Context: an optimization exercise on an open-source flow, tuned for small area and a short achievable clock period. The choices shown serve that exercise and are no tape-out recipe.
Power and IR drop assume default switching activity.

==> job 1523: inputs <==
==> flow/design.v <==
module mult_top(
    input clk,
    input  [15:0] x,
    input  [15:0] y,
    output [31:0] p_out
    );
    wire [2:0] on0, tw0, ng0;
    genvar g;
    generate for (g = 0; g < 3; g = g + 1) begin : benc
        wire b2 = x[11+2*g], b1 = x[10+2*g], b0 = x[9+2*g];
        assign on0[g] = b1 ^ b0;
        assign tw0[g] = (b2 ^ b1) & ~(b1 ^ b0);
        assign ng0[g] = b2 & ~(b1 & b0);           
    end endgenerate
    wire sx0 = x[9];
    wire [9:0] ax = x[9:0] ^ {10{sx0}};
    wire l3 = ax[8], l2 = ax[7], l1 = ax[6], l0 = |ax[5:0];
    wire h80 = l3, h70 = ~l3 & l2, h60 = ~l3 & ~l2 & l1, h00 = ~l3 & ~l2 & ~l1 & l0;
    wire [8:0] x20 = {ax[8] & ~h80, ax[7] & ~h70, ax[6] & ~h60, ax[5:1], ax[0] & ~h00};
    wire ps = x[9] ^ y[15];
    wire [15:0] ya = y ^ {16{y[15]}};
    wire zy = ~(ya[14] | ya[13] | ya[12]);
    wire [9:0] xs = zy ? 10'd0 : ({1'b0, x20} ^ {10{ps}});
    wire [12:0] oa0 = ya[14] ? {xs[9], xs, 2'b0} : ya[13] ? {{2{xs[9]}}, xs, 1'b0} : {{3{xs[9]}}, xs};
    reg [15:0] y1; reg [2:0] on, tw, ng; reg sx, h8, h7, h6, h0; reg [12:0] oa1;
    always @(posedge clk) begin
        y1 <= y; on <= on0; tw <= tw0; ng <= ng0;
        sx <= sx0; h8 <= h80; h7 <= h70; h6 <= h60; h0 <= h00; oa1 <= oa0;
    end
    wire b0_0 = (y1[0]&on[0])^ng[0];
    wire b0_1 = ((y1[1]&on[0])|(y1[0]&tw[0]))^ng[0];
    wire b0_2 = ((y1[2]&on[0])|(y1[1]&tw[0]))^ng[0];
    wire b0_3 = ((y1[3]&on[0])|(y1[2]&tw[0]))^ng[0];
    wire b0_4 = ((y1[4]&on[0])|(y1[3]&tw[0]))^ng[0];
    wire b0_5 = ((y1[5]&on[0])|(y1[4]&tw[0]))^ng[0];
    wire b0_6 = ((y1[6]&on[0])|(y1[5]&tw[0]))^ng[0];
    wire b0_7 = ((y1[7]&on[0])|(y1[6]&tw[0]))^ng[0];
    wire b0_8 = ((y1[8]&on[0])|(y1[7]&tw[0]))^ng[0];
    wire b0_9 = ((y1[9]&on[0])|(y1[8]&tw[0]))^ng[0];
    wire b0_10 = ((y1[10]&on[0])|(y1[9]&tw[0]))^ng[0];
    wire b0_11 = ((y1[11]&on[0])|(y1[10]&tw[0]))^ng[0];
    wire b0_12 = ((y1[12]&on[0])|(y1[11]&tw[0]))^ng[0];
    wire b0_13 = ((y1[13]&on[0])|(y1[12]&tw[0]))^ng[0];
    wire b0_14 = ((y1[14]&on[0])|(y1[13]&tw[0]))^ng[0];
    wire b0_15 = ((y1[15]&on[0])|(y1[14]&tw[0]))^ng[0];
    wire b0_16 = ~((y1[15]^ng[0])&(on[0]|tw[0]));
    wire b1_0 = (y1[0]&on[1])^ng[1];
    wire b1_1 = ((y1[1]&on[1])|(y1[0]&tw[1]))^ng[1];
    wire b1_2 = ((y1[2]&on[1])|(y1[1]&tw[1]))^ng[1];
    wire b1_3 = ((y1[3]&on[1])|(y1[2]&tw[1]))^ng[1];
    wire b1_4 = ((y1[4]&on[1])|(y1[3]&tw[1]))^ng[1];
    wire b1_5 = ((y1[5]&on[1])|(y1[4]&tw[1]))^ng[1];
    wire b1_6 = ((y1[6]&on[1])|(y1[5]&tw[1]))^ng[1];
    wire b1_7 = ((y1[7]&on[1])|(y1[6]&tw[1]))^ng[1];
    wire b1_8 = ((y1[8]&on[1])|(y1[7]&tw[1]))^ng[1];
    wire b1_9 = ((y1[9]&on[1])|(y1[8]&tw[1]))^ng[1];
    wire b1_10 = ((y1[10]&on[1])|(y1[9]&tw[1]))^ng[1];
    wire b1_11 = ((y1[11]&on[1])|(y1[10]&tw[1]))^ng[1];
    wire b1_12 = ((y1[12]&on[1])|(y1[11]&tw[1]))^ng[1];
    wire b1_13 = ((y1[13]&on[1])|(y1[12]&tw[1]))^ng[1];
    wire b1_14 = ((y1[14]&on[1])|(y1[13]&tw[1]))^ng[1];
    wire b1_15 = ((y1[15]&on[1])|(y1[14]&tw[1]))^ng[1];
    wire b1_16 = ~((y1[15]^ng[1])&(on[1]|tw[1]));
    wire b2_0 = (y1[0]&on[2])^ng[2];
    wire b2_1 = ((y1[1]&on[2])|(y1[0]&tw[2]))^ng[2];
    wire b2_2 = ((y1[2]&on[2])|(y1[1]&tw[2]))^ng[2];
    wire b2_3 = ((y1[3]&on[2])|(y1[2]&tw[2]))^ng[2];
    wire b2_4 = ((y1[4]&on[2])|(y1[3]&tw[2]))^ng[2];
    wire b2_5 = ((y1[5]&on[2])|(y1[4]&tw[2]))^ng[2];
    wire b2_6 = ((y1[6]&on[2])|(y1[5]&tw[2]))^ng[2];
    wire b2_7 = ((y1[7]&on[2])|(y1[6]&tw[2]))^ng[2];
    wire b2_8 = ((y1[8]&on[2])|(y1[7]&tw[2]))^ng[2];
    wire b2_9 = ((y1[9]&on[2])|(y1[8]&tw[2]))^ng[2];
    wire b2_10 = ((y1[10]&on[2])|(y1[9]&tw[2]))^ng[2];
    wire b2_11 = ((y1[11]&on[2])|(y1[10]&tw[2]))^ng[2];
    wire b2_12 = ((y1[12]&on[2])|(y1[11]&tw[2]))^ng[2];
    wire b2_13 = ((y1[13]&on[2])|(y1[12]&tw[2]))^ng[2];
    wire b2_14 = ((y1[14]&on[2])|(y1[13]&tw[2]))^ng[2];
    wire b2_15 = ((y1[15]&on[2])|(y1[14]&tw[2]))^ng[2];
    wire b2_16 = ~((y1[15]^ng[2])&(on[2]|tw[2]));
    wire [15:0] ys = y1 ^ {16{sx}};
    wire [24:0] ob = ({25{h0}} & {{9{ys[15]}},ys}) | ({25{h6}} & {{3{ys[15]}},ys,6'b0}) | ({25{h7}} & {{2{ys[15]}},ys,7'b0}) | ({25{h8}} & {ys[15],ys,8'b0});
    wire ob24n = ~ob[24];
    wire oa12n = ~oa1[12];
    wire q1 = b0_2^b1_0;
    wire q2 = b0_2&b1_0;
    wire q3 = b0_3^b1_1;
    wire q4 = b0_3&b1_1;
    wire q5 = b0_4^b1_2^b2_0;
    wire q6 = (b0_4&b1_2)|(b0_4&b2_0)|(b1_2&b2_0);
    wire q7 = ng[2]^ob[14];
    wire q8 = ng[2]&ob[14];
    wire q9 = b0_5^b1_3^b2_1;
    wire q10 = (b0_5&b1_3)|(b0_5&b2_1)|(b1_3&b2_1);
    wire q11 = ob[15]^oa1[3];
    wire q12 = ob[15]&oa1[3];
    wire q13 = b0_6^b1_4^b2_2;
    wire q14 = (b0_6&b1_4)|(b0_6&b2_2)|(b1_4&b2_2);
    wire q15 = ob[16]^oa1[4];
    wire q16 = ob[16]&oa1[4];
    wire q17 = b0_7^b1_5^b2_3;
    wire q18 = (b0_7&b1_5)|(b0_7&b2_3)|(b1_5&b2_3);
    wire q19 = ob[17]^oa1[5];
    wire q20 = ob[17]&oa1[5];
    wire q21 = b0_8^b1_6^b2_4;
    wire q22 = (b0_8&b1_6)|(b0_8&b2_4)|(b1_6&b2_4);
    wire q23 = ob[18]^oa1[6];
    wire q24 = ob[18]&oa1[6];
    wire q25 = b0_9^b1_7^b2_5;
    wire q26 = (b0_9&b1_7)|(b0_9&b2_5)|(b1_7&b2_5);
    wire q27 = ob[19]^oa1[7];
    wire q28 = ob[19]&oa1[7];
    wire q29 = b0_10^b1_8^b2_6;
    wire q30 = (b0_10&b1_8)|(b0_10&b2_6)|(b1_8&b2_6);
    wire q31 = ob[20]^oa1[8];
    wire q32 = ob[20]&oa1[8];
    wire q33 = b0_11^b1_9^b2_7;
    wire q34 = (b0_11&b1_9)|(b0_11&b2_7)|(b1_9&b2_7);
    wire q35 = ob[21]^oa1[9];
    wire q36 = ob[21]&oa1[9];
    wire q37 = b0_12^b1_10^b2_8;
    wire q38 = (b0_12&b1_10)|(b0_12&b2_8)|(b1_10&b2_8);
    wire q39 = ob[22]^oa1[10];
    wire q40 = ob[22]&oa1[10];
    wire q41 = b0_13^b1_11^b2_9;
    wire q42 = (b0_13&b1_11)|(b0_13&b2_9)|(b1_11&b2_9);
    wire q43 = ob[23]^oa1[11];
    wire q44 = ob[23]&oa1[11];
    wire q45 = b0_14^b1_12^b2_10;
    wire q46 = (b0_14&b1_12)|(b0_14&b2_10)|(b1_12&b2_10);
    wire q47 = ob24n^oa12n;
    wire q48 = ob24n&oa12n;
    wire q49 = b0_15^b1_13^b2_11;
    wire q50 = (b0_15&b1_13)|(b0_15&b2_11)|(b1_13&b2_11);
    wire q51 = q1^ng[1];
    wire q52 = q1&ng[1];
    wire q53 = q3^ob[13]^oa1[1];
    wire q54 = (q3&ob[13])|(q3&oa1[1])|(ob[13]&oa1[1]);
    wire q55 = q5^q7^oa1[2];
    wire q56 = (q5&q7)|(q5&oa1[2])|(q7&oa1[2]);
    wire q57 = q9^q11^q6;
    wire q58 = (q9&q11)|(q9&q6)|(q11&q6);
    wire q59 = q13^q15^q10;
    wire q60 = (q13&q15)|(q13&q10)|(q15&q10);
    wire q61 = q17^q19^q14;
    wire q62 = (q17&q19)|(q17&q14)|(q19&q14);
    wire q63 = q21^q23^q18;
    wire q64 = (q21&q23)|(q21&q18)|(q23&q18);
    wire q65 = q25^q27^q22;
    wire q66 = (q25&q27)|(q25&q22)|(q27&q22);
    wire q67 = q29^q31^q26;
    wire q68 = (q29&q31)|(q29&q26)|(q31&q26);
    wire q69 = q33^q35^q30;
    wire q70 = (q33&q35)|(q33&q30)|(q35&q30);
    wire q71 = q37^q39^q34;
    wire q72 = (q37&q39)|(q37&q34)|(q39&q34);
    wire q73 = q41^q43^q38;
    wire q74 = (q41&q43)|(q41&q38)|(q43&q38);
    wire q75 = q45^q47^q42;
    wire q76 = (q45&q47)|(q45&q42)|(q47&q42);
    wire q77 = q49^1'b1^q46;
    wire q78 = (q49&1'b1)|(q49&q46)|(1'b1&q46);
    wire q79 = b0_16^b1_14^b2_12;
    wire q80 = (b0_16&b1_14)|(b0_16&b2_12)|(b1_14&b2_12);
    wire q81 = b1_15^b2_13;
    wire q82 = b1_15&b2_13;
    wire q83 = b0_0^ng[0];
    wire q84 = b0_0&ng[0];
    wire q85 = b0_1^ob[11];
    wire q86 = b0_1&ob[11];
    wire q87 = q51^ob[12]^oa1[0];
    wire q88 = (q51&ob[12])|(q51&oa1[0])|(ob[12]&oa1[0]);
    wire q89 = q53^q2^q52;
    wire q90 = (q53&q2)|(q53&q52)|(q2&q52);
    wire q91 = q55^q4^q54;
    wire q92 = (q55&q4)|(q55&q54)|(q4&q54);
    wire q93 = q57^q8^q56;
    wire q94 = (q57&q8)|(q57&q56)|(q8&q56);
    wire q95 = q59^q12^q58;
    wire q96 = (q59&q12)|(q59&q58)|(q12&q58);
    wire q97 = q61^q16^q60;
    wire q98 = (q61&q16)|(q61&q60)|(q16&q60);
    wire q99 = q63^q20^q62;
    wire q100 = (q63&q20)|(q63&q62)|(q20&q62);
    wire q101 = q65^q24^q64;
    wire q102 = (q65&q24)|(q65&q64)|(q24&q64);
    wire q103 = q67^q28^q66;
    wire q104 = (q67&q28)|(q67&q66)|(q28&q66);
    wire q105 = q69^q32^q68;
    wire q106 = (q69&q32)|(q69&q68)|(q32&q68);
    wire q107 = q71^q36^q70;
    wire q108 = (q71&q36)|(q71&q70)|(q36&q70);
    wire q109 = q73^q40^q72;
    wire q110 = (q73&q40)|(q73&q72)|(q40&q72);
    wire q111 = q75^q44^q74;
    wire q112 = (q75&q44)|(q75&q74)|(q44&q74);
    wire q113 = q77^q48^q76;
    wire q114 = (q77&q48)|(q77&q76)|(q48&q76);
    wire q115 = q79^q50^q78;
    wire q116 = (q79&q50)|(q79&q78)|(q50&q78);
    wire q117 = q81^1'b1^q80;
    wire q118 = (q81&1'b1)|(q81&q80)|(1'b1&q80);
    wire q119 = b1_16^b2_14^q82;
    wire q120 = (b1_16&b2_14)|(b1_16&q82)|(b2_14&q82);
    wire q121 = b2_15^1'b1;
    wire q122 = b2_15&1'b1;
    wire [31:0] ra = {1'b1,b2_16,q121,q119,q117,q115,q113,q111,q109,q107,q105,q103,q101,q99,q97,q95,q93,q91,q89,q87,q85,q83,ob[9],ob[8],ob[7],ob[6],ob[5],ob[4],ob[3],ob[2],ob[1],ob[0]};
    wire [31:0] rb = {1'b0,q122,q120,q118,q116,q114,q112,q110,q108,q106,q104,q102,q100,q98,q96,q94,q92,q90,q88,q86,q84,ob[10],1'b0,1'b0,1'b0,1'b0,1'b0,1'b0,1'b0,1'b0,1'b0,1'b0};
    wire [16:0] lo = ra[15:0] + rb[15:0];
    wire [7:0] mid = ra[23:16] + rb[23:16];
    reg [15:0] r2lo; reg [7:0] r2mid; reg r2c; reg [7:0] r2a, r2b;
    always @(posedge clk) begin
        r2lo <= lo[15:0]; r2mid <= mid; r2c <= lo[16]; r2a <= ra[31:24]; r2b <= rb[31:24];
    end
    wire [8:0] m3 = r2mid + {{7{1'b0}}, r2c};
    wire [7:0] h3 = r2a + r2b + m3[8];
    assign p_out = {h3, m3[7:0], r2lo};
endmodule
==> flow/flow/run.sh <==
#!/bin/bash
# The standard layout; the only change is the port buffer cell (buf_1 instead of the default).
set -euo pipefail
export BUFFER_PORTS_ARGS="-buffer_cell sky130_fd_sc_hd__buf_1"
bash standard.sh > standard.log 2>&1
==> flow/standard.sh <==
#!/bin/bash
# synth_recipe.tcl (not shown) runs the flow's synth.tcl, then flattens the netlist and writes it again
# the make line also repeats each setting of config.mk as NAME=value (left out here)
make -C /OpenROAD-flow-scripts/flow DESIGN_CONFIG=/design/flow/config.mk WORK_HOME=/design/flow/orfs CLKGATE_MAP_FILE= SYNTH_SCRIPT=/design/flow/synth_recipe.tcl "${@:-finish}"
==> flow/config.mk <==
export PLATFORM = sky130hd
export DESIGN_NAME = mult_top
export DESIGN_NICKNAME = mult_top
export VERILOG_FILES = /design/flow/design.v
export SDC_FILE = /design/flow/constraint.sdc
export NUM_CORES = 4
export LEC_CHECK = 0
export CAP_MARGIN = 20
export CORE_MARGIN = 2
export CORE_UTILIZATION = 40
export SETUP_SLACK_MARGIN = 1.5
export SLEW_MARGIN = 20
==> flow/constraint.sdc <==
create_clock -name core_clock -period 5.0 [get_ports {clk}]
set_input_delay 1.0000 -clock core_clock [delete_from_list [all_inputs] [get_ports {clk}]]
set_output_delay 1.0000 -clock core_clock [all_outputs]
set_load 0.01 [all_outputs]
==> inputs of job 8350, as changes to job 1523 <==
==> flow/run.sh (new file) <==
#!/bin/bash
# synth_recipe.tcl (not shown) runs the flow's synth.tcl, then flattens the netlist and writes it again
# the make line also repeats each setting of config.mk as NAME=value (left out here)
make -C /OpenROAD-flow-scripts/flow DESIGN_CONFIG=/design/flow/config.mk WORK_HOME=/design/flow/orfs CLKGATE_MAP_FILE= SYNTH_SCRIPT=/design/flow/synth_recipe.tcl finish
removed: flow/flow/run.sh
removed: flow/standard.sh
==> qor summary <==
| metric | job 8350 | job 1523 |
|---|---|---|
| Metal-1 WL | 6.86 mm | 7.10 mm |
| Power of the sequential group | 938 uW | 945 uW |
| Worst setup path startpoint | h7$_DFF_P_ | y1[6]$_DFF_P_ |
| Final period utilization | 74.8% | 75.0% |
| Instance area at placement | 6970 sq um | 6580 sq um |
| Leading cell type in the layout, fill and taps excluded | inv_1 | buf_1 |
| Clock network power | 636 uW | 669 uW |
| Status | no timing/DRC/antenna violations | no timing/DRC/antenna violations |
| Design Area, Final | 8130 sq um | 7770 sq um |
| Router iterations before antenna repair | 5 | 6 |
| Total GRT Usage | 20.2% | 20.4% |
| Detail-routed net length per standard cell | 17.0 um | 17.2 um |
| Global-route met3 utilization | 3.84% | 3.01% |
| Worst Max-Slew Pin Slew | 0.983 ns | 0.997 ns |
| Peak VDD IR | 0.410 mV | 0.368 mV |
| Fin util | 53.3% | 50.9% |
| Global routing met1 resource utilization | 25.3% | 26.1% |
| Final-layout non-clock buffer area share | 14.1% | 9.89% |
| Share of cell area taken by flip-flops and latches | 20.8% | 21.7% |
| Post-cts resize count | 99 | 101 |
| RD Place Congestion | 0.885 | 0.914 |
| Dpl ws | 0.724 ns | 0.882 ns |
| Area overhead of the layout relative to synthesis | 29.2% | 23.5% |
No run of this note included a check of the RTL's function; only the layout flow was run.

## static timing again, ports no longer ideal
No port has a modelled driver above. Below, the same layouts with a new extraction and two added sets of constraints. Step 1: set_driving_cell puts a clkbuf_16 on clk and a buf_2 on each other input, an assumption about the parent block. Step 2 moves the port delays by t, midway between the first and last clock arrival at a register: inputs arrive t later, outputs are due t later. That takes back most of the time a late clock gives input paths. a / b / c = ideal / step 1 / step 2; a / b = the first two.
| run | t, ns | slack for setup (ns) | cell pins on the clock port's net |
|---|---|---|---|
| job 1523 | 0.391 | 1.249 / 1.249 / 1.249 | 1 |
| job 8350 | 0.385 | 1.258 / 1.258 / 1.258 | 1 |
After both steps every run listed still meets setup and hold.
